This is an optimization exercise on Yosys and OpenROAD, whose aim is small area, not a production implementation. At most, simulation tests tie the RTL to the original design; equivalence was not proved. Function not checked in run 1: the RTL went through the layout flow alone. Power and IR drop assume default switching activity.

==> design/flow/design.v <==
module debouncer(
    input clk,
    input rst,
    input btnIn,
    output wire btnOut,
    output wire btnNext      
);
    reg [2:0] cnt;
    reg btnO;
    assign btnOut = btnO;
    assign btnNext = ~btnIn & (cnt == 3'd7);
    always @(posedge clk) begin
        if (~rst) begin
            cnt <= 0;
            btnO <= 1'b0;
        end else begin
            btnO <= btnNext;
            if (btnIn)
                cnt <= (cnt == 3'd7) ? cnt : cnt + 3'd1;
            else
                cnt <= 0;
        end
    end
endmodule
module debouncer_long(
    input clk,
    input rst,
    input btnIn,
    output wire btnOut,
    output wire btnOutLong
);
    reg [4:0] cnt;
    reg btnO;
    reg btnL;
    assign btnOut = btnO;
    assign btnOutLong = btnL;
    always @(posedge clk) begin
        if (~rst) begin
            cnt <= 0;
            btnO <= 1'b0;
            btnL <= 1'b0;
        end else begin
            btnO <= ~btnIn & (cnt >= 5'd7);
            btnL <= ~btnIn & (cnt == 5'd21);
            if (btnIn)
                cnt <= (cnt == 5'd21) ? cnt : cnt + 5'd1;
            else
                cnt <= 0;
        end
    end
endmodule
module sonic(
    input clk,
    input rst,
    input ech,
    output trg,
    output [10:0] dist_cm,
    output [3:0] dist_m,
    output [5:0] dist_ft,
    output [8:0] dist_in
);
    reg [10:0] period_lfsr;      
    reg trig_r;
    reg counting;
    reg [5:0] rem;
    reg [2:0] r5;
    reg [7:0] t;
    reg [2:0] hold_r5;
    reg [7:0] hold_t;
    function [10:0] times5_plus;
        input [7:0] a;
        input [2:0] b;
        reg [10:0] x, y, z;
        reg cc;
        integer j;
        begin
            x = {1'b0, a, 2'b00};
            y = {3'b000, a};
            z = 0;
            cc = 1'b0;
            for (j = 0; j < 11; j = j + 1) begin
                z[j] = x[j] ^ y[j] ^ cc;
                cc = (x[j] & y[j]) | (x[j] & cc) | (y[j] & cc);
            end
            times5_plus = z + {8'd0, b};
        end
    endfunction
    assign trg = trig_r;
    assign dist_cm = times5_plus(hold_t, hold_r5);
    assign dist_m = hold_t / 5'd20;
    assign dist_ft = hold_t / 3'd6;
    assign dist_in = {hold_t, hold_r5 >= 3'd3};
    always @(posedge clk) begin
        if (~counting) begin
            hold_t <= t;
            hold_r5 <= r5;
        end
    end
    always @(posedge clk) begin
        if (~rst) begin
            period_lfsr <= 11'd1;
            trig_r <= 1'b0;
            counting <= 1'b0;
            r5 <= 0;
            t <= 0;
        end else begin
            period_lfsr <= (period_lfsr == 11'd1652) ? 11'd1
                           : {period_lfsr[9:0], period_lfsr[10] ^ period_lfsr[8]};
            if (period_lfsr == 11'd1)
                trig_r <= 1'b1;
            else if (period_lfsr == 11'd1026)
                trig_r <= 1'b0;
            if (ech) begin
                counting <= 1'b1;
                if (~counting) begin
                    rem <= 6'd1;
                    r5 <= 0;
                    t <= 0;
                end else if (rem == 6'd57) begin
                    rem <= 0;
                    if (r5 == 3'd4) begin
                        r5 <= 0;
                        t <= t + 8'd1;
                    end else begin
                        r5 <= r5 + 3'd1;
                    end
                end else begin
                    rem <= rem + 6'd1;
                end
            end else begin
                counting <= 1'b0;
            end
        end
    end
endmodule
module seg_dis(
    input [2:0] offset,
    input [1:0] data_left,
    input [1:0] data_type,
    input [18:0] value_to_display,
    output [7:0] segment,
    output [7:0] anode
);
    function [3:0] add3;
        input [3:0] x;
        begin
            case (x)
                4'd5: add3 = 4'd8;
                4'd6: add3 = 4'd9;
                4'd7: add3 = 4'd10;
                4'd8: add3 = 4'd11;
                4'd9: add3 = 4'd12;
                default: add3 = x;
            endcase
        end
    endfunction
    reg [23:0] bcd;
    reg [3:0] what_number;
    reg [2:0] equal_position;
    reg [3:0] digit;
    reg [7:0] seg_val;
    integer i, j;
    assign anode = ~(8'd1 << offset);
    assign segment = seg_val;
    always @(*) begin
        bcd = 0;
        for (i = 18; i >= 0; i = i - 1) begin
            for (j = 0; j < 6; j = j + 1)
                bcd[4*j +: 4] = add3(bcd[4*j +: 4]);
            bcd = {bcd[22:0], value_to_display[i]};
        end
        if (bcd[23:20] != 0)      equal_position = 6;
        else if (bcd[19:16] != 0) equal_position = 5;
        else if (bcd[15:12] != 0) equal_position = 4;
        else if (bcd[11:8] != 0)  equal_position = 3;
        else if (bcd[7:4] != 0)   equal_position = 2;
        else                      equal_position = 1;
        case (offset)
            3'd0: digit = bcd[3:0];
            3'd1: digit = bcd[7:4];
            3'd2: digit = bcd[11:8];
            3'd3: digit = bcd[15:12];
            3'd4: digit = bcd[19:16];
            default: digit = bcd[23:20];
        endcase
        if (data_left == 0) begin
            if (offset > equal_position) begin
                if (offset - 3'd1 == equal_position) begin
                    if (data_type == 0)
                        what_number = 11;
                    else if (data_type == 1)
                        what_number = 12;
                    else
                        what_number = 13;
                end else begin
                    what_number = 15;
                end
            end else if (offset == equal_position) begin
                what_number = 10;
            end else begin
                what_number = digit;
            end
        end else begin
            what_number = 14;
        end
    end
    always @(*) begin
        case (what_number)
            4'b0000: seg_val = 8'b11000000;  
            4'b0001: seg_val = 8'b11111001;  
            4'b0010: seg_val = 8'b10100100;  
            4'b0011: seg_val = 8'b10110000;  
            4'b0100: seg_val = 8'b10011001;  
            4'b0101: seg_val = 8'b10010010;  
            4'b0110: seg_val = 8'b10000010;  
            4'b0111: seg_val = 8'b11111000;  
            4'b1000: seg_val = 8'b10000000;  
            4'b1001: seg_val = 8'b10010000;  
            4'b1010: seg_val = 8'b10110111;  
            4'b1011: seg_val = 8'b11000111;  
            4'b1100: seg_val = 8'b10001000;  
            4'b1101: seg_val = 8'b11000001;  
            4'b1110: seg_val = 8'b10111111;  
            default: seg_val = 8'b11111111;  
        endcase
    end
endmodule
module crypto_dimension(
    input clk,
    input btns,
    input btnr,
    input btnd,
    input btnl,
    input btnu,
    input rst,
    input echo,
    input [15:0] sw,
    output led16_b,
    output led16_g,
    output led16_r,
    output led17_b,
    output led17_g,
    output led17_r,
    output trig,
    output [15:0] Led,
    output wire [7:0] seg,
    output wire [7:0] an
);
    wire [10:0] good_data;
    wire [3:0] dist_m;
    wire [5:0] dist_ft;
    wire [8:0] dist_in;
    wire s, r, d, l, u, d_long;
    wire r_next, l_next;
    reg rst_seen;
    reg [2:0] offset;
    reg [1:0] dat;
    reg [15:0] pw;
    reg auth;
    reg [15:0] enc_mask;
    reg [1:0] units;
    reg [1:0] dimension;
    reg [1:0] measurements_left;
    reg [1:0] dimension_id;
    reg [10:0] dim0, dim1, dim2;
    reg [1:0] l16;       
    reg l17_blue;        
    localparam [2:0] SEL_ZERO = 3'd0, SEL_A = 3'd1, SEL_B = 3'd2,
                     SEL_ORIG = 3'd3, SEL_SEC = 3'd4, SEL_FIRST = 3'd5;
    reg [6:0] storage_id;
    reg storage_full;
    reg [6:0] current;
    reg [18:0] orig_data;
    reg [18:0] sec_data;
    reg [18:0] first_data;
    reg [18:0] buf_a;
    reg [18:0] buf_b;
    reg [2:0] disp_sel;
    reg [2:0] next_sel;
    reg next_fetch;      
    reg [1880:0] ring;   
    reg [6:0] rot;
    reg pend_a;          
    reg pend_b;          
    reg [6:0] pend_slot;     
    reg [18:0] mul_lo;
    assign Led = sw & {16{auth}};
    assign led16_b = l16[1];
    assign led16_g = l16[0];
    assign led16_r = 1'b0;
    assign led17_b = (|l16) & l17_blue;
    assign led17_g = (|l16) & ~l17_blue;
    assign led17_r = 1'b0;
    function [18:0] mul19x11;
        input [18:0] x;
        input [10:0] y;
        reg [18:0] s, cy, pp, t, negs;
        reg [11:0] ye;
        reg one, two, neg, cc;
        integer i, j;
        begin
            ye = {y, 1'b0};
            s = 0;
            cy = 0;
            negs = 0;
            for (i = 0; i < 6; i = i + 1) begin
                one = ye[2*i] ^ ye[2*i+1];
                if (i < 5) begin
                    two = (ye[2*i+2] & ~ye[2*i+1] & ~ye[2*i]) | (~ye[2*i+2] & ye[2*i+1] & ye[2*i]);
                    neg = ye[2*i+2];
                end else begin
                    two = ye[11] & ye[10];
                    neg = 1'b0;
                end
                pp = ((({19{one}} & x) | ({19{two}} & (x << 1))) ^ {19{neg}}) << (2*i);
                negs[2*i] = neg;
                t = s ^ cy ^ pp;
                cy = ((s & cy) | (s & pp) | (cy & pp)) << 1;
                s = t;
            end
            t = s ^ cy ^ negs;
            cy = ((s & cy) | (s & negs) | (cy & negs)) << 1;
            s = t;
            cc = 1'b0;
            for (j = 0; j < 19; j = j + 1) begin
                mul19x11[j] = s[j] ^ cy[j] ^ cc;
                cc = (s[j] & cy[j]) | (s[j] & cc) | (cy[j] & cc);
            end
        end
    endfunction
    function [6:0] add_mod99;
        input [6:0] a;
        input [6:0] b;
        reg [7:0] sum;
        reg cc;
        integer j;
        begin
            cc = 1'b0;
            for (j = 0; j < 7; j = j + 1) begin
                sum[j] = a[j] ^ b[j] ^ cc;
                cc = (a[j] & b[j]) | (a[j] & cc) | (b[j] & cc);
            end
            sum[7] = cc;
            add_mod99 = (sum >= 8'd99) ? sum - 8'd99 : sum[6:0];
        end
    endfunction
    function [6:0] up_target;
        input [6:0] c;
        input [6:0] size;
        begin
            if (c == 7'd0 || c == 7'd127)
                up_target = size - 7'd1;
            else
                up_target = c - 7'd1;
        end
    endfunction
    reg rl, unlock, set_pw, auth_n, uu, ss, commit;
    reg [15:0] orig_lo;
    reg [6:0] sid_m1, size, c1, c2, cur_n, sid_inc, sid_n, x_n, newest_n, second_n;
    reg full_n;
    reg [1:0] id_a, id_b;
    reg [10:0] fac, d0n, d1n, d2n, mc;
    reg [1:0] ml_la, id_la;
    reg [10:0] ma_la, mb_la, mul_y;
    reg [18:0] mul_x, mul_out, hist_val;
    reg [2:0] sel_jump, disp_n, next_n, fetch_to;
    reg next_fetch_n, load_a, load_b;
    reg [6:0] add_a, slot;
    reg [18:0] tap;
    reg [6:0] slot_a, wslot;
    reg wr_a, wr_b, wr;
    reg [18:0] wdata;
    integer k;
    always @(*) begin
        rl = (r | l) & auth & rst;
        orig_lo = orig_data[15:0];
        set_pw = d_long & auth;
        unlock = d & ~auth & (pw == sw);
        auth_n = d ? unlock : auth;
        uu = u & auth_n & rst;
        ss = s & auth_n & rst;
        sid_m1 = storage_id - 7'd1;
        size = storage_full ? 7'd100 : storage_id;
        c1 = rl ? sid_m1 : current;
        c2 = uu ? up_target(c1, size) : c1;
        case (units)
            2'd0: fac = {7'd0, dist_m};
            2'd1: fac = good_data;
            2'd2: fac = {5'd0, dist_ft};
            default: fac = {2'd0, dist_in};
        endcase
        id_a = rl ? 2'd0 : dimension_id;
        d0n = (ss && id_a == 2'd0) ? fac : dim0;
        d1n = (ss && id_a == 2'd1) ? fac : dim1;
        d2n = (ss && id_a == 2'd2) ? fac : dim2;
        id_b = id_a + 2'd1;
        commit = ss && (id_b >= measurements_left);
        ml_la = dimension + 2'd1;
        id_la = (rl || ((r_next | l_next) && auth_n)) ? 2'd0 : dimension_id;
        if (ml_la == 2'd1)
            ma_la = (id_la == 2'd0) ? 11'd1 : dim0;
        else
            ma_la = (id_la == 2'd0) ? dim1 : dim0;
        if (ml_la == 2'd1)
            mb_la = 11'd1;
        else if (ml_la == 2'd2)
            mb_la = (id_la == 2'd2) ? dim1 : 11'd1;
        else
            mb_la = (id_la == 2'd2) ? dim1 : dim2;
        mc = (id_a < measurements_left || measurements_left == 2'd0) ? fac : 11'd1;
        mul_x = s ? mul_lo : {8'd0, ma_la};
        mul_y = s ? mc : mb_la;
        mul_out = mul19x11(mul_x, mul_y);
        sid_inc = (storage_id == 7'd99) ? 7'd0 : storage_id + 7'd1;
        sid_n = commit ? sid_inc : storage_id;
        full_n = storage_full | (commit && storage_id == 7'd99);
        cur_n = ss ? ((sid_n != 7'd0) ? sid_n - 7'd1 : 7'd0) : c2;
        if (storage_id >= 7'd2 || (storage_id == 7'd1 && storage_full))
            sel_jump = SEL_SEC;
        else if (storage_id == 7'd1 || storage_full)
            sel_jump = SEL_ORIG;
        else
            sel_jump = SEL_ZERO;
        if (ss)
            disp_n = (sid_n == 7'd0) ? SEL_FIRST : SEL_ORIG;
        else if (uu && rl)
            disp_n = sel_jump;
        else if (uu)
            disp_n = next_sel;
        else if (rl)
            disp_n = (storage_id == 7'd0) ? SEL_ZERO : SEL_ORIG;
        else
            disp_n = disp_sel;
        x_n = up_target(c2, size);
        newest_n = (storage_id == 7'd0) ? 7'd99 : sid_m1;
        second_n = (storage_id == 7'd0) ? 7'd98 : (storage_id == 7'd1) ? 7'd99 : storage_id - 7'd2;
        if (commit)
            add_a = (storage_id == 7'd0) ? 7'd2 : (storage_id == 7'd99) ? 7'd1 : storage_id + 7'd1;
        else
            add_a = x_n;
        slot = add_mod99(add_a, rot);
        tap = 19'd0;
        for (k = 0; k < 13; k = k + 1)
            if (slot[6:3] == k)
                tap = ring[152*k +: 19];
        fetch_to = (disp_n == SEL_A) ? SEL_B : SEL_A;
        next_fetch_n = 1'b0;
        load_a = 1'b0;
        load_b = 1'b0;
        if (ss) begin
            if (commit)
                next_n = (sid_n >= 7'd2 || (sid_n == 7'd1 && full_n)) ? SEL_SEC : SEL_ORIG;
            else
                next_n = sel_jump;
        end else if (rl && !uu) begin
            next_n = sel_jump;
        end else if (uu || next_fetch) begin
            if (x_n == 7'd127)
                next_n = SEL_ZERO;
            else if (x_n == newest_n)
                next_n = SEL_ORIG;
            else if (x_n == second_n)
                next_n = SEL_SEC;
            else if (x_n == 7'd0)
                next_n = SEL_FIRST;
            else begin
                next_n = fetch_to;
                if (slot[2:0] == 3'd0) begin
                    load_a = (fetch_to == SEL_A);
                    load_b = (fetch_to == SEL_B);
                end else begin
                    next_fetch_n = 1'b1;
                end
            end
        end else begin
            next_n = next_sel;
        end
        case (disp_sel)
            SEL_A: hist_val = buf_a;
            SEL_B: hist_val = buf_b;
            SEL_ORIG: hist_val = orig_data;
            SEL_SEC: hist_val = sec_data;
            SEL_FIRST: hist_val = first_data;
            default: hist_val = 19'd0;
        endcase
        slot_a = (pend_slot >= 7'd98) ? 7'd0 : pend_slot + 7'd1;
        wr_a = pend_a && (slot_a[3:0] == 4'd0);
        wr_b = pend_b && (pend_slot[3:0] == 4'd0);
        wr = wr_a | wr_b;
        wslot = wr_a ? slot_a : pend_slot;
        wdata = wr_a ? orig_data : sec_data;
    end
    genvar p;
    generate
        for (p = 0; p < 99; p = p + 1) begin : ring_slot
            if (p % 16 == 0) begin : ins
                always @(posedge clk)
                    ring[19*p +: 19] <= (wr && wslot[6:4] == p / 16) ? wdata
                                                                     : ring[19*((p + 98) % 99) +: 19];
            end else begin : sh
                always @(posedge clk)
                    ring[19*p +: 19] <= ring[19*(p - 1) +: 19];
            end
        end
    endgenerate
    always @(posedge clk) begin
        rot <= (rot >= 7'd98) ? 7'd0 : rot + 7'd1;
        mul_lo <= mul_out;
        pend_slot <= commit ? slot : slot_a;
        if (~rst) begin
            pend_a <= 1'b0;
            pend_b <= 1'b0;
        end else if (commit) begin
            pend_a <= (storage_id != 7'd0);
            pend_b <= pend_a & ~wr_a;
        end else begin
            pend_a <= pend_a & ~wr_a;
            pend_b <= pend_b & ~wr_b;
        end
        if (load_a)
            buf_a <= tap;
        if (load_b)
            buf_b <= tap;
    end
    always @(posedge clk) begin
        if (rst) begin
            measurements_left <= dimension + 2'd1;
            if (commit) begin
                sec_data <= orig_data;
                if (storage_id == 7'd0)
                    first_data <= mul_out;
            end
        end
    end
    always @(posedge clk) begin
        if (~rst) begin
            rst_seen <= 1'b1;
            offset <= 3'd7;
            dat <= 0;
            pw <= 0;
            auth <= 1'b0;
            enc_mask <= 0;
            units <= 0;
            dimension <= 0;
            dimension_id <= 0;
            dim0 <= 0;
            dim1 <= 0;
            dim2 <= 0;
            l16 <= 0;
            storage_id <= 0;
            storage_full <= 1'b0;
            current <= 7'd127;
            orig_data <= 0;
            disp_sel <= SEL_ZERO;
            next_sel <= SEL_ZERO;
            next_fetch <= 1'b0;
        end else begin
            rst_seen <= 1'b0;
            offset <= rst_seen ? 3'd7 : offset + 3'd1;
            if (units[1] ? (l16 == 2'b10) : (l16 == 2'b01)) begin
                l16 <= 2'b00;
            end else begin
                l16 <= units[1] ? 2'b10 : 2'b01;
                l17_blue <= units[1] ^ units[0];
            end
            if (r && auth)
                units <= sw[1:0];
            if (l && auth)
                dimension <= dimension + 2'd1;
            if (set_pw)
                pw <= sw;
            auth <= auth_n;
            if (rst_seen)
                enc_mask <= 16'd5000;
            else if (d)
                enc_mask <= unlock ? 16'd0 : {5'd0, good_data} ^ orig_lo;
            if (ss) begin
                dim0 <= d0n;
                dim1 <= d1n;
                dim2 <= d2n;
                dat <= measurements_left - id_b;
                dimension_id <= commit ? 2'd0 : id_b;
            end else begin
                dimension_id <= id_a;
            end
            if (commit) begin
                orig_data <= mul_out;
                storage_id <= sid_n;
                storage_full <= full_n;
            end
            current <= cur_n;
            disp_sel <= disp_n;
            next_sel <= next_n;
            next_fetch <= next_fetch_n;
        end
    end
    debouncer dbs(clk, rst, btns, s, );
    debouncer dbr(clk, rst, btnr, r, r_next);
    debouncer dbl(clk, rst, btnl, l, l_next);
    debouncer dbu(clk, rst, btnu, u, );
    debouncer_long dbd(clk, rst, btnd, d, d_long);
    sonic MEASUREMENT(clk, rst, echo, trig, good_data, dist_m, dist_ft, dist_in);
    seg_dis DISP_SEG(offset, dat, dimension, hist_val ^ {3'd0, enc_mask}, seg, an);
endmodule
==> design/flow/flow/run.sh <==
#!/bin/bash
# Own layout flow:
#  1. the standard synthesis (standard.sh synth), unchanged;
#  2. its combinational logic mapped again for area with Yosys and ABC
#     (remap.tcl, remap.abc); every register and tie cell stays as it is;
#  3. the standard layout from floorplan to finish on that netlist, with
#     the clock tree built without dummy loads (CTS_ARGS).
# Each tool's output goes to a log file of its own in the work folder.
set -euo pipefail
WORK=$(pwd)
RES=$WORK/orfs/results/$FLOW_PLATFORM/crypto_dimension/base
PLAT=$FLOW_HOME/platforms/$FLOW_PLATFORM

bash standard.sh synth > 1_synth_standard.log 2>&1
cp "$RES/1_2_yosys.v" "$WORK/1_2_yosys_standard.v"

export REMAP_LIB=$PLAT/lib/sky130_fd_sc_hd__tt_025C_1v80.lib
export REMAP_IN=$WORK/1_2_yosys_standard.v
export REMAP_TOP=$FLOW_TOP
export REMAP_ABC=$WORK/flow/remap.abc
export REMAP_OUT=$RES/1_2_yosys.v
export REMAP_DONT_USE="$(sed -n '/DONT_USE_CELLS += /,/^$/p' "$PLAT/config.mk" | tr -d '\\' | sed 's/export DONT_USE_CELLS += //' | tr '\n' ' ')"
yosys -c flow/remap.tcl > 1_remap.log 2>&1
rm -f "$RES/1_synth.odb" "$RES/1_synth.sdc"

# plain buffers on the ports (the delay cells the default picks are larger)
export BUFFER_PORTS_ARGS="-buffer_cell sky130_fd_sc_hd__buf_1"
export CTS_ARGS="-sink_clustering_enable -repair_clock_nets -sink_clustering_size 21 -sink_clustering_max_diameter 52 -buf_list sky130_fd_sc_hd__clkbuf_8 -dont_use_dummy_load"
bash standard.sh > 2_layout.log 2>&1
==> design/flow/flow/remap.abc <==
strash
&get -n
&deepsyn -T 120
&put
dch -f
amap -m -F 4 -A 8
mfs2
strash
dch -f
amap -m -F 4 -A 8
topo
==> design/flow/flow/remap.tcl <==
# Re-map the combinational logic of the standard synthesis netlist for area.
# Every register and tie cell is kept as it is (same instance, name and cell).
yosys -import
set lib $::env(REMAP_LIB)
read_liberty -ignore_miss_func $lib
read_verilog -noblackbox $::env(REMAP_IN)
hierarchy -top $::env(REMAP_TOP)
# the sequential and tie cells stay as they are
blackbox =sky130_fd_sc_hd__*df* =sky130_fd_sc_hd__*dl* =sky130_fd_sc_hd__conb_*
setattr -set keep 1 t:sky130_fd_sc_hd__*df* t:sky130_fd_sc_hd__*dl* t:sky130_fd_sc_hd__conb_*
flatten
opt_clean -purge
opt_expr
opt_clean -purge
set du {}
foreach c $::env(REMAP_DONT_USE) { lappend du -dont_use $c }
abc -liberty $lib {*}$du -script $::env(REMAP_ABC)
opt_clean -purge
splitnets
opt_clean -purge
hilomap -singleton -hicell sky130_fd_sc_hd__conb_1 HI -locell sky130_fd_sc_hd__conb_1 LO
insbuf -buf sky130_fd_sc_hd__buf_4 A X
opt_clean -purge
select -module $::env(REMAP_TOP)
stat -liberty $lib
write_verilog -noattr -nohex -nodec -selected $::env(REMAP_OUT)
==> design/flow/standard.sh <==
#!/bin/bash
# synth_recipe.tcl (not shown) runs the flow's synth.tcl, then flattens the netlist and writes it again
# the make line also repeats each setting of config.mk as NAME=value (left out here)
make -C /OpenROAD-flow-scripts/flow DESIGN_CONFIG=/design/flow/config.mk WORK_HOME=/design/flow/orfs CLKGATE_MAP_FILE= SYNTH_SCRIPT=/design/flow/synth_recipe.tcl "${@:-finish}"
==> design/flow/config.mk <==
export PLATFORM = sky130hd
export DESIGN_NAME = crypto_dimension
export DESIGN_NICKNAME = crypto_dimension
export VERILOG_FILES = /design/flow/design.v
export SDC_FILE = /design/flow/constraint.sdc
export NUM_CORES = 8
export LEC_CHECK = 0
export ABC_AREA = 1
export CAP_MARGIN = 0
export CORE_MARGIN = 2
export CORE_UTILIZATION = 60
export PLACE_DENSITY = 0.72
export SLEW_MARGIN = 0
==> design/flow/constraint.sdc <==
create_clock -name core_clock -period 250.0 [get_ports {clk}]
set_input_delay 50.0000 -clock core_clock [delete_from_list [all_inputs] [get_ports {clk}]]
set_output_delay 50.0000 -clock core_clock [all_outputs]
set_load 0.01 [all_outputs]
==> run_results.csv, run 1 <==
group,metric,value,unit
synth,syn_area,58900,um2
place,dp_hpwl,81.5,mm
layout,n_fill_cell,7300,
critical_path,critPathLaunchType,"input port",
pwr,internal_power,0.000413,W
synth,syn_inst,4863,
layout,area_growth,7.38,%
grt,grt_pass1_vias,33400,
critical_path,cp_num_buf_inv,3,
timing,clock_skew,0.104,ns
pwr,p_switching,0.000116,W
floorplan,io_pins,63,
worst_hold_path,hp-class,"register to register",
critical_path,cpMaxStageDelayCell,"buf_1",
cts,clkSinkCount,2180,
layout,drive_gt1_share,4.60,%
critical_path,crit_fanout,3,
detailed_routing,drt-vias-per-instance,5.58,
cts,clkTransAtPathRegs,0.11,ns
pwr,combPwrFrac,5.3,%
synth,synth_warnings,5,
timing,max_freq,9.94,MHz
critical_path,critPathMaxStageDelay,0.17,ns
critical_path,crit_path_end_kind,"output port",
floorplan,coreArea,97000,um2
cts,post-cts-setup-buffers,0,
critical_path,criticalPathCategory,"input port to output port",
pwr,pwr-share-seq,67.1,%
cts,htreeDepth,4,
cts,cts.repair.resized,0,
grt,grt_pass1_wl,190,mm
timing,holdWs,0.260,ns
detailed_routing,vias,35700,
cts,clkLatencyLatePin,0.85,ns
floorplan,fp.dieH,317,um
pwr,switching_share,22.0,%
timing,post-route-period-util,40.2,%
layout,fin_cells,6408,
critical_path,path_cells,"buf_1 -> clkinv_1 -> nor2_1 -> buf_1",
detailed_routing,ant_nets,0,
cts,cts-root-buf,"clkbuf_8",
grt,antenna_found_initial,3,
critical_path,crit_top_cell,"buf_1",
layout,final_core_util,65.2,%
floorplan,die_w,317,um
run,drv_cap,0,
grt,grt_usage,24.7,%
floorplan,dieArea,101000,um2
critical_path,arrival,50.58,ns
place,gp_congestion,0.938,
pwr,pwr-share-clk,27.6,%
grt,grt_max_degree,52,
detailed_routing,wire_per_inst,19.6,um
cts,cts_made_buffers,140,
timing,worstMarginPinSlew,1.16,ns
timing,finalSetupViolCount,0,
run_status,status,"no timing/DRC/antenna violations",
critical_path,required,200.00,ns
pwr,power_density,8.36,nW/um2
place,portBuffers,59,
detailed_routing,drc,0,
timing,finalSetupTns,0,ns
cts,cts_buffer_depth,3,
detailed_routing,drtIter0Drc,3022,
timing,drv_slew,0,
floorplan,start_util,60.7,%
timing,period_needed,100.58,ns
timing,rsz0062_at_grt,"no",
detailed_routing,dr.pass1.iters,9,
cts,cts_tree,"done",
critical_path,critPathTopFamily,"buffers and inverters",
pwr,vdd_ir_drop_max,5.53,uV
cts,cts_hold_buf,0,
timing,hold_viol,0,
pwr,static-leakage-power,23.3,nW
layout,nNetsFinal,5153,
timing,slew_headroom,22.3,%
grt,overflow,0,
synth,avgSynthCellArea,12.1,um2
place,post-place-cells,6263,
floorplan,row_count,114,
detailed_routing,routed_wl,126,mm
-- metal layers --
metal	vias to the layer above	GRT usage, %	routed length [um]
met5	-	0	0
met4	0	9.30	3960
met3	212	3.78	7230
met2	1108	39.4	56800
met1	16900	34.4	57600
li1	17600	-	-
-- layout by cell type (no fill, tap or decap), types with 16 or more instances in the layout --
cell type / count
dfxtp_1: 2084
nor2_1: 532
clkinv_1: 361
o21ai_0: 292
nand2_1: 282
a21oi_1: 236
o22ai_1: 206
o22a_1: 145
clkbuf_8: 140
a222oi_1: 100
edfxtp_1: 96
buf_4: 67
buf_1: 58
a22oi_1: 54
nor3_1: 49
a31oi_1: 37
nand3_1: 36
a221oi_1: 28
o21a_1: 27
a211oi_1: 26
nor2b_1: 24
o221ai_1: 20
a21o_1: 20
or2_0: 18
o32ai_1: 18
nor2_2: 16
-- worst reg2reg max path: cells and delay by family, from the launching register on --
family | cells | cell delay [ns]
simple gates | 25 | 4.51
compound gates | 15 | 4.06
buf+inv | 7 | 2.20
flops | 1 | 0.37
-- registers in the layout (all words and copies together), names as in the netlist, 6 cells and up --
name,cells
MEASUREMENT.hold_t,8
MEASUREMENT.period_lfsr,11
MEASUREMENT.rem,6
MEASUREMENT.t,8
buf_a,19
buf_b,19
current,7
dim0,11
dim1,11
dim2,11
enc_mask,16
first_data,19
mul_lo,19
orig_data,19
pend_slot,7
pw,16
ring,1881
rot,7
sec_data,19
storage_id,7
-- through the flow --
step	instance area [um2]	worst slack [ns]	total power, W
2_1_floorplan	58900	149.75	0.000383
3_3_place_gp	61300	149.49	0.000390
3_5_place_dp	61300	149.44	0.000390
4_1_cts	63300	149.44	0.000533
5_1_grt	63300	149.40	0.000549
6_report	63300	149.42	0.000529
-- power groups by stage --
stage,Sequential (W),Clock (W),Combinational (W)
CTS,0.000355,0.000150,0.0000278
detailed placement,0.000363,0,0.0000277
floorplan,0.000362,0,0.0000213
global placement,0.000363,0,0.0000270
finish,0.000355,0.000146,0.0000281
global route,0.000355,0.000162,0.0000320
-- final cells by class --
cell class | count | area [um2] | area share [%]
Inverter | 361 | 1360 | 2.14
Multi-Input combinational cell | 2320 | 13000 | 20.6
Antenna cell | 5 | 12.5 | 0.0198
Sequential cell | 2180 | 44600 | 70.5
Timing Repair Buffer | 126 | 726 | 1.15
Clock buffer | 140 | 1930 | 3.05
Tap cell | 1276 | 1600 | 2.52
-- final timing paths --
kind | start | slack [ns] | cells after the start | endpoint
worst max-delay path | sw[0] | 149.42 | 4 | Led[0]
worst min-delay path | ring[197]$_DFF_P_ | 0.26 | 0 | ring[216]$_DFF_P_
worst max register to register | auth$_SDFF_PN0_ | 238.46 | 47 | buf_a[18]$_DFFE_PP_
worst min register to register | ring[197]$_DFF_P_ | 0.26 | 0 | ring[216]$_DFF_P_
==> inputs of run 2 (changes only) <==
--- a/design/flow/design.v
+++ b/design/flow/design.v
@@ -60,6 +60,5 @@
     output [8:0] dist_in
 );
-    reg [10:0] period_lfsr;      
-    reg trig_r;
+    reg [10:0] period_cnt;
     reg counting;
     reg [5:0] rem;
@@ -86,5 +85,5 @@
         end
     endfunction
-    assign trg = trig_r;
+    assign trg = (period_cnt != 0) && (period_cnt[10:4] == 0) && (period_cnt[3:0] <= 4'd10);
     assign dist_cm = times5_plus(hold_t, hold_r5);
     assign dist_m = hold_t / 5'd20;
@@ -99,16 +98,10 @@
     always @(posedge clk) begin
         if (~rst) begin
-            period_lfsr <= 11'd1;
-            trig_r <= 1'b0;
+            period_cnt <= 0;
             counting <= 1'b0;
             r5 <= 0;
             t <= 0;
         end else begin
-            period_lfsr <= (period_lfsr == 11'd1652) ? 11'd1
-                           : {period_lfsr[9:0], period_lfsr[10] ^ period_lfsr[8]};
-            if (period_lfsr == 11'd1)
-                trig_r <= 1'b1;
-            else if (period_lfsr == 11'd1026)
-                trig_r <= 1'b0;
+            period_cnt <= (period_cnt == 11'd1999) ? 11'd0 : period_cnt + 11'd1;
             if (ech) begin
                 counting <= 1'b1;
@@ -271,4 +264,5 @@
     reg storage_full;
     reg [6:0] current;
+    reg orig_valid;
     reg [18:0] orig_data;
     reg [18:0] sec_data;
@@ -295,31 +289,16 @@
         input [18:0] x;
         input [10:0] y;
-        reg [18:0] s, cy, pp, t, negs;
-        reg [11:0] ye;
-        reg one, two, neg, cc;
+        reg [18:0] s, cy, pp, t;
+        reg cc;
         integer i, j;
         begin
-            ye = {y, 1'b0};
-            s = 0;
+            s = x & {19{y[0]}};
             cy = 0;
-            negs = 0;
-            for (i = 0; i < 6; i = i + 1) begin
-                one = ye[2*i] ^ ye[2*i+1];
-                if (i < 5) begin
-                    two = (ye[2*i+2] & ~ye[2*i+1] & ~ye[2*i]) | (~ye[2*i+2] & ye[2*i+1] & ye[2*i]);
-                    neg = ye[2*i+2];
-                end else begin
-                    two = ye[11] & ye[10];
-                    neg = 1'b0;
-                end
-                pp = ((({19{one}} & x) | ({19{two}} & (x << 1))) ^ {19{neg}}) << (2*i);
-                negs[2*i] = neg;
+            for (i = 1; i < 11; i = i + 1) begin
+                pp = (x << i) & {19{y[i]}};
                 t = s ^ cy ^ pp;
                 cy = ((s & cy) | (s & pp) | (cy & pp)) << 1;
                 s = t;
             end
-            t = s ^ cy ^ negs;
-            cy = ((s & cy) | (s & negs) | (cy & negs)) << 1;
-            s = t;
             cc = 1'b0;
             for (j = 0; j < 19; j = j + 1) begin
@@ -357,5 +336,5 @@
     reg rl, unlock, set_pw, auth_n, uu, ss, commit;
     reg [15:0] orig_lo;
-    reg [6:0] sid_m1, size, c1, c2, cur_n, sid_inc, sid_n, x_n, newest_n, second_n;
+    reg [6:0] sid_m1, size, c1, c2, cur_n, sid_inc, sid_n, size_n, x_n, newest_n, second_n;
     reg full_n;
     reg [1:0] id_a, id_b;
@@ -374,5 +353,5 @@
     always @(*) begin
         rl = (r | l) & auth & rst;
-        orig_lo = orig_data[15:0];
+        orig_lo = orig_valid ? orig_data[15:0] : 16'd0;
         set_pw = d_long & auth;
         unlock = d & ~auth & (pw == sw);
@@ -415,4 +394,5 @@
         sid_n = commit ? sid_inc : storage_id;
         full_n = storage_full | (commit && storage_id == 7'd99);
+        size_n = full_n ? 7'd100 : sid_n;
         cur_n = ss ? ((sid_n != 7'd0) ? sid_n - 7'd1 : 7'd0) : c2;
         if (storage_id >= 7'd2 || (storage_id == 7'd1 && storage_full))
@@ -432,7 +412,7 @@
         else
             disp_n = disp_sel;
-        x_n = up_target(c2, size);
-        newest_n = (storage_id == 7'd0) ? 7'd99 : sid_m1;
-        second_n = (storage_id == 7'd0) ? 7'd98 : (storage_id == 7'd1) ? 7'd99 : storage_id - 7'd2;
+        x_n = up_target(cur_n, size_n);
+        newest_n = (sid_n == 7'd0) ? 7'd99 : sid_n - 7'd1;
+        second_n = (newest_n == 7'd0) ? 7'd99 : newest_n - 7'd1;
         if (commit)
             add_a = (storage_id == 7'd0) ? 7'd2 : (storage_id == 7'd99) ? 7'd1 : storage_id + 7'd1;
@@ -527,4 +507,5 @@
             measurements_left <= dimension + 2'd1;
             if (commit) begin
+                orig_data <= mul_out;
                 sec_data <= orig_data;
                 if (storage_id == 7'd0)
@@ -551,5 +532,5 @@
             storage_full <= 1'b0;
             current <= 7'd127;
-            orig_data <= 0;
+            orig_valid <= 1'b0;
             disp_sel <= SEL_ZERO;
             next_sel <= SEL_ZERO;
@@ -585,5 +566,5 @@
             end
             if (commit) begin
-                orig_data <= mul_out;
+                orig_valid <= 1'b1;
                 storage_id <= sid_n;
                 storage_full <= full_n;
--- a/design/flow/flow/run.sh
+++ b/design/flow/flow/run.sh
@@ -3,5 +3,6 @@
 #  1. the standard synthesis (standard.sh synth), unchanged;
 #  2. its combinational logic mapped again for area with Yosys and ABC
-#     (remap.tcl, remap.abc); every register and tie cell stays as it is;
+#     (remap.tcl, remap.abc); every register and tie cell stays as it is, and
+#     so do the full and half adders of the multiplier (keep_cells.v);
 #  3. the standard layout from floorplan to finish on that netlist, with
 #     the clock tree built without dummy loads (CTS_ARGS).
@@ -19,4 +20,5 @@
 export REMAP_TOP=$FLOW_TOP
 export REMAP_ABC=$WORK/flow/remap.abc
+export REMAP_KEEP=$WORK/flow/keep_cells.v
 export REMAP_OUT=$RES/1_2_yosys.v
 export REMAP_DONT_USE="$(sed -n '/DONT_USE_CELLS += /,/^$/p' "$PLAT/config.mk" | tr -d '\\' | sed 's/export DONT_USE_CELLS += //' | tr '\n' ' ')"
@@ -26,4 +28,4 @@
 # plain buffers on the ports (the delay cells the default picks are larger)
 export BUFFER_PORTS_ARGS="-buffer_cell sky130_fd_sc_hd__buf_1"
-export CTS_ARGS="-sink_clustering_enable -repair_clock_nets -sink_clustering_size 21 -sink_clustering_max_diameter 52 -buf_list sky130_fd_sc_hd__clkbuf_8 -dont_use_dummy_load"
+export CTS_ARGS="-sink_clustering_enable -repair_clock_nets -sink_clustering_size 22 -sink_clustering_max_diameter 45 -buf_list sky130_fd_sc_hd__clkbuf_8 -dont_use_dummy_load"
 bash standard.sh > 2_layout.log 2>&1
==> design/flow/flow/keep_cells.v (new file) <==
module sky130_fd_sc_hd__fa_1_keep(A, B, CIN, COUT, SUM);
  input A, B, CIN;
  output COUT, SUM;
endmodule
module sky130_fd_sc_hd__ha_1_keep(A, B, COUT, SUM);
  input A, B;
  output COUT, SUM;
endmodule
--- a/design/flow/flow/remap.tcl
+++ b/design/flow/flow/remap.tcl
@@ -9,4 +9,14 @@
 blackbox =sky130_fd_sc_hd__*df* =sky130_fd_sc_hd__*dl* =sky130_fd_sc_hd__conb_*
 setattr -set keep 1 t:sky130_fd_sc_hd__*df* t:sky130_fd_sc_hd__*dl* t:sky130_fd_sc_hd__conb_*
+# the full and half adders that feed mul_lo (the multiplier) stay as they are
+read_verilog -lib $::env(REMAP_KEEP)
+select -set mulff c:*mul_lo* {%ci1:+sky130_fd_sc_hd__dfxtp_1[D]}
+select -set cone @mulff %ci*:-sky130_fd_sc_hd__dfxtp_1:-sky130_fd_sc_hd__edfxtp_1
+select -set mulfa @cone t:sky130_fd_sc_hd__fa_1 %i
+select -set mulha @cone t:sky130_fd_sc_hd__ha_1 %i
+select -list @mulfa
+chtype -set sky130_fd_sc_hd__fa_1_keep @mulfa
+chtype -set sky130_fd_sc_hd__ha_1_keep @mulha
+select -clear
 flatten
 opt_clean -purge
@@ -16,4 +26,6 @@
 foreach c $::env(REMAP_DONT_USE) { lappend du -dont_use $c }
 abc -liberty $lib {*}$du -script $::env(REMAP_ABC)
+chtype -set sky130_fd_sc_hd__fa_1 t:sky130_fd_sc_hd__fa_1_keep
+chtype -set sky130_fd_sc_hd__ha_1 t:sky130_fd_sc_hd__ha_1_keep
 opt_clean -purge
 splitnets
==> run 2 against run 1 <==
  * Still clean on timing, DRC and antenna
  * Clock skew grew 0.0017 ns
  * Sequential share of layout area shrank 0.57 points
  * Combinational power grew 19%
  * Synthesized cell count shrank 5.8%
  * Via count shrank 6.4%
  * Cell count shrank 4.1%
  * First-iteration DRC count grew 8.5%
  * Wire length shrank 3.0%
  * Non-clock buffer count grew 2
  * Critical path type unchanged
  * Critical endpoint unchanged
  * Largest cell class unchanged
  * Highest routed layer is now met5
==> run_results.csv, run 2 <==
group,metric,value,unit
run_status,status,"no timing/DRC/antenna violations",
detailed_routing,routed_wl,122,mm
detailed_routing,drt-vias-per-instance,5.44,
critical_path,required,200.00,ns
timing,hold_viol,0,
critical_path,arrival,50.58,ns
timing,period_needed,100.58,ns
detailed_routing,vias,33500,
cts,clkSinkCount,2180,
cts,htreeDepth,4,
floorplan,row_count,115,
layout,final_common_cell,"dfxtp_1",
cts,clkTransAtPathRegs,0.11,ns
detailed_routing,routed.top_layer,"met5",
critical_path,critPathMaxStageDelay,0.18,ns
detailed_routing,wl_met2,51.6,mm
critical_path,cp.depth,4,
synth,syn_inst,4579,
grt,antenna_found_initial,5,
detailed_routing,drtIter0Drc,3278,
cts,clkLatencyLatePin,0.87,ns
critical_path,path_cells,"buf_1 -> clkinv_1 -> nor2_1 -> buf_1",
critical_path,cpMaxStageDelayCell,"buf_1",
cts,cts_tree,"done",
critical_path,crit_fanout,3,
worst_hold_path,holdCritStartpoint,"ring[816]$_DFF_P_",
grt,grt_usage,23.9,%
floorplan,dieArea,102000,um2
critical_path,rr_worst_depth,51,
cts,cts_buffer_depth,3,
place,portBuffers,59,
timing,fin_ws,149.42,ns
timing,finalSetupViolCount,0,
timing,post-route-period-util,40.2,%
timing,slew_headroom,15.8,%
cts,cts_hold_buf,0,
synth,syn_area,59600,um2
critical_path,crit_top_cell,"buf_1",
layout,top_register,"ring",
critical_path,cp_num_buf_inv,3,
pwr,vdd_ir_drop_max,5.56,uV
timing,worstMarginPinSlew,1.25,ns
cts,cts-root-buf,"clkbuf_8",
grt,grt_pass1_vias,32000,
cts,post-cts-setup-buffers,0,
layout,area_growth,7.57,%
place,dp_slack,149.41,ns
timing,clock_skew,0.106,ns
cts,cts.repair.resized,0,
floorplan,coreArea,98400,um2
floorplan,io_pins,63,
critical_path,r2r_start,"pw[9]$_SDFFE_PN0P_",
layout,layout_common_cells,"2,065 x dfxtp_1, 449 x nor2_1, 431 x clkinv_1",
pwr,static-leakage-power,24.1,nW
critical_path,critPathLaunchType,"input port",
critical_path,setup.worst_path.start,"sw[0]",
layout,largest_reg_flops,1881,
place,dp_hpwl,81.0,mm
floorplan,start_util,60.5,%
critical_path,crit_path_end_kind,"output port",
critical_path,criticalPathCategory,"input port to output port",
timing,finalSetupTns,0,ns
cts,cts_made_buffers,150,
critical_path,critPathTopFamily,"buffers and inverters",
detailed_routing,dr.pass1.iters,9,
timing,rsz0062_at_grt,"no",
detailed_routing,drt-met1-wl,57.4,mm
grt,overflow,0,
detailed_routing,wire_per_inst,19.8,um
layout,nNetsFinal,5037,
pwr,power_density,8.37,nW/um2
layout,drive_gt1_share,5.09,%
synth,synth_warnings,5,
detailed_routing,ant_nets,0,
detailed_routing,drc,0,
synth,avgSynthCellArea,13.0,um2
timing,max_freq,9.94,MHz
grt,grt_pass1_wl,184,mm
floorplan,die_w,319,um
run,drv_cap,0,
timing,drv_slew,0,
floorplan,fp.dieH,319,um
grt,grt_max_degree,45,
place,gp_congestion,0.879,
worst_hold_path,hp-class,"register to register",
detailed_routing,wl_met3,8.98,mm
worst_hold_path,hold_depth,0,
[run 2: changes by cell type in the layout (fill, tap and decap cells not counted), moves of 19 or more]
cell and change:
fa_1 +120, edfxtp_1 +19, clkinv_1 +70, nor2_1 -83, o22ai_1 -75, ha_1 +36, o21ai_0 -124, dfxtp_1 -19
a221oi_1 -19, a21oi_1 -83, nand2_1 -82, a22oi_1 -31, or2_0 +29
[run 2: worst register-to-register path, delay by kind of cell (launching register included)]
kind,cells,cell delay [ns]
compound gates,18,6.17
simple gates,28,5.16
buf+inv,5,2.01
flops,1,0.35
[run 2: final timing paths]
| check | to | slack [ns] |
|---|---|---|
| worst max-delay path | Led[0] | 149.42 |
| worst min register to register | ring[835]$_DFF_P_ | 0.25 |
| worst max register to register | buf_a[17]$_DFFE_PP_ | 235.91 |
| worst min-delay path | ring[835]$_DFF_P_ | 0.25 |
[run 2: layout make-up]
cell class,instances,area [um2]
Fill cell,7336,34400
Multi-Input combinational cell,1966,13200
Tap cell,1287,1610
Inverter,431,1620
Timing Repair Buffer,128,741
Antenna cell,4,10.0
Clock buffer,150,2060
Sequential cell,2180,44800
[run 2: routing by layer]
metal / global-route usage, % / up-vias
li1: - / 16100
met1: 35.1 / 16100
met2: 35.5 / 1016
met3: 4.75 / 235
met4: 8.47 / 2
met5: 0 / -
[run 2: power by group]
group / total (W) / internal [W] / switching, W
registers: 0.000352 / 0.000351 / 0.00000102
clock network: 0.000150 / 0.0000539 / 0.0000964
logic: 0.0000335 / 0.0000103 / 0.0000231
[run 2: stage by stage]
step	area (um2)	power, W	hold slack [ns]	utilization [%]	instances
floorplan	59600	0.000384	0.310	-	4580
detailed placement	62000	0.000393	0.312	63.0	5992
CTS	64000	0.000539	0.250	65.1	6142
global placement	62000	0.000392	0.310	63.0	5992
global route	64100	0.000557	0.244	65.1	6143
finish	64100	0.000536	0.246	65.1	6146
==> inputs of run 3 (changes only) <==
--- a/design/flow/flow/run.sh
+++ b/design/flow/flow/run.sh
@@ -28,4 +28,4 @@
 # plain buffers on the ports (the delay cells the default picks are larger)
 export BUFFER_PORTS_ARGS="-buffer_cell sky130_fd_sc_hd__buf_1"
-export CTS_ARGS="-sink_clustering_enable -repair_clock_nets -sink_clustering_size 22 -sink_clustering_max_diameter 45 -buf_list sky130_fd_sc_hd__clkbuf_8 -dont_use_dummy_load"
+export CTS_ARGS="-sink_clustering_enable -repair_clock_nets -sink_clustering_size 20 -sink_clustering_max_diameter 50 -buf_list sky130_fd_sc_hd__clkbuf_8 -dont_use_dummy_load"
 bash standard.sh > 2_layout.log 2>&1
==> run 3 against run 2 <==
  * Synthesized cell count stayed put
  * Largest power group unchanged
  * Clock power barely moved
  * Critical path type unchanged
  * Hold slack gained 0.037 ns
==> run_results.csv, run 3 <==
group,metric,value,unit
run_status,status,"no timing/DRC/antenna violations",
timing,max_freq,9.94,MHz
timing,worstMarginPinSlew,1.30,ns
cts,cts-root-buf,"clkbuf_8",
detailed_routing,wl_met3,7.57,mm
floorplan,row_count,115,
detailed_routing,vias,33500,
timing,clock_skew,0.0824,ns
timing,drv_slew,0,
cts,clkSinkCount,2180,
cts,post-cts-setup-buffers,0,
detailed_routing,drtIter0Drc,3284,
detailed_routing,drt-vias-per-instance,5.46,
grt,overflow,0,
place,gp_congestion,0.879,
timing,slew_headroom,12.9,%
grt,grt_pass1_wl,185,mm
floorplan,io_pins,63,
synth,synth_warnings,5,
cts,cts_buffer_depth,3,
layout,fin_cells,6141,
layout,nNetsFinal,5032,
timing,finalSetupViolCount,0,
cts,cts.repair.resized,0,
timing,period_needed,100.57,ns
detailed_routing,wl_met2,52.3,mm
place,dp_hpwl,81.0,mm
layout,top_register,"ring",
cts,cts_hold_buf,0,
timing,rsz0062_at_grt,"no",
worst_hold_path,hp-class,"register to register",
detailed_routing,routed_wl,121,mm
critical_path,criticalPathCategory,"input port to output port",
synth,syn_area,59600,um2
floorplan,coreArea,98400,um2
timing,hold_viol,0,
critical_path,required,200.00,ns
synth,syn_inst,4579,
layout,final_common_cell,"dfxtp_1",
critical_path,crit_path_end_kind,"output port",
layout,area_growth,7.45,%
cts,clkLatencyLatePin,0.87,ns
grt,grt_usage,23.9,%
detailed_routing,dr.pass1.iters,7,
place,post-place-cells,5992,
layout,n_fill_cell,7321,
timing,post-route-period-util,40.2,%
pwr,static-leakage-power,24.1,nW
layout,drive_gt1_share,4.99,%
detailed_routing,ant_nets,0,
layout,layout_common_cells,"2,065 x dfxtp_1, 449 x nor2_1, 431 x clkinv_1",
layout,largest_reg_flops,1881,
critical_path,arrival,50.58,ns
critical_path,critPathLaunchType,"input port",
floorplan,fp.dieH,319,um
detailed_routing,routed.top_layer,"met4",
grt,grt_max_degree,45,
run,drv_cap,0,
cts,htreeDepth,4,
detailed_routing,drc,0,
detailed_routing,drt-met1-wl,58.4,mm
place,portBuffers,59,
synth,avgSynthCellArea,13.0,um2
cts,clkTransAtPathRegs,0.11,ns
floorplan,start_util,60.5,%
pwr,vdd_ir_drop_max,6.40,uV
floorplan,die_w,319,um
cts,cts_made_buffers,145,
detailed_routing,wire_per_inst,19.7,um
timing,finalSetupTns,0,ns
grt,antenna_found_initial,3,
cts,cts_tree,"done",
grt,grt_pass1_vias,31900,
floorplan,dieArea,102000,um2
pwr,power_density,8.34,nW/um2
critical_path,crit_fanout,3,
## run 3: routing by layer
layer	global-route usage [%]	up-vias
met5	0	-
met4	7.32	0
met3	3.70	206
met2	35.9	974
met1	35.9	16200
li1	-	16100
## run 3: worst max-delay path, cell delays in order
cell	delay [ns]
buf_1	0.13
clkinv_1	0.16
nor2_1	0.11
buf_1	0.18
## run 3: cell type report
type,instances,area [um2],share of cell area (%)
timing repair buffer,128,741,1.16
clock buffer,145,2000,3.12
antenna,4,10.0,0.0156
inverter,431,1620,2.53
multi-input combinational,1966,13200,20.7
sequential,2180,44800,70.0
tap,1287,1610,2.52
## run 3: report_power, final
part	switching, W	leakage (nW)	internal (W)	total [W]
Combinational	0.0000232	5.27	0.0000103	0.0000336
Clock	0.0000959	1.04	0.0000522	0.000148
Sequential	0.00000101	17.8	0.000351	0.000352
## run 3: final timing paths
kind / startpoint / to / slack (ns) / cells past startpoint
hold reg to reg: ring[1014]$_DFF_P_ / ring[1033]$_DFF_P_ / 0.28 / 0
hold / removal: ring[1014]$_DFF_P_ / ring[1033]$_DFF_P_ / 0.28 / 0
setup reg to reg: pw[10]$_SDFFE_PN0P_ / buf_b[17]$_DFFE_PP_ / 235.95 / 52
setup / recovery: sw[0] / Led[0] / 149.43 / 4
## run 3: stage by stage
stage                     area (um2)  hold slack, ns  power, W  util [%]  setup slack, ns
after floorplan                59600           0.310  0.000384         -           149.75
after global placement         62000           0.310  0.000392      63.0           149.42
after detailed placement       62000           0.312  0.000393      63.0           149.41
after CTS                      64000           0.281  0.000537      65.0           149.41
after global routing           64000           0.274  0.000555      65.0           149.39
final                          64000           0.283  0.000534      65.0           149.43

==> separate check: timing with driven ports <==
No port has a modelled driver above. Below, the same layouts with a new extraction and two added sets of constraints.
Step 1 (the two cells are an assumption about what drives the block):
set clk [get_ports {clk}]
set_driving_cell -lib_cell sky130_fd_sc_hd__clkbuf_16 $clk
set_driving_cell -lib_cell sky130_fd_sc_hd__buf_2 [delete_from_list [all_inputs] $clk]
Step 2 also shifts input and output timing later by t, the mid clock arrival at the registers, as if the neighbouring blocks saw the same clock.
Slacks: no drivers / after step 1 / after step 2; pairs: no drivers / after step 1.
run | t (ns) | setup WS [ns] | hold WS [ns] | slew at the worst register clock pin (ns) | worst slew at a driven data input, ns
run 1 | 0.861 | 149.422 / 149.400 / 149.400 | 0.260 / 0.260 / 0.260 | 0.12 / 0.12 | 0.05
run 2 | 0.880 | 149.420 / 149.393 / 149.393 | 0.246 / 0.246 / 0.246 | 0.12 / 0.12 | 0.06
run 3 | 0.887 | 149.425 / 149.398 / 149.398 | 0.283 / 0.283 / 0.283 | 0.12 / 0.12 | 0.05
After both steps every run listed still meets setup and hold.
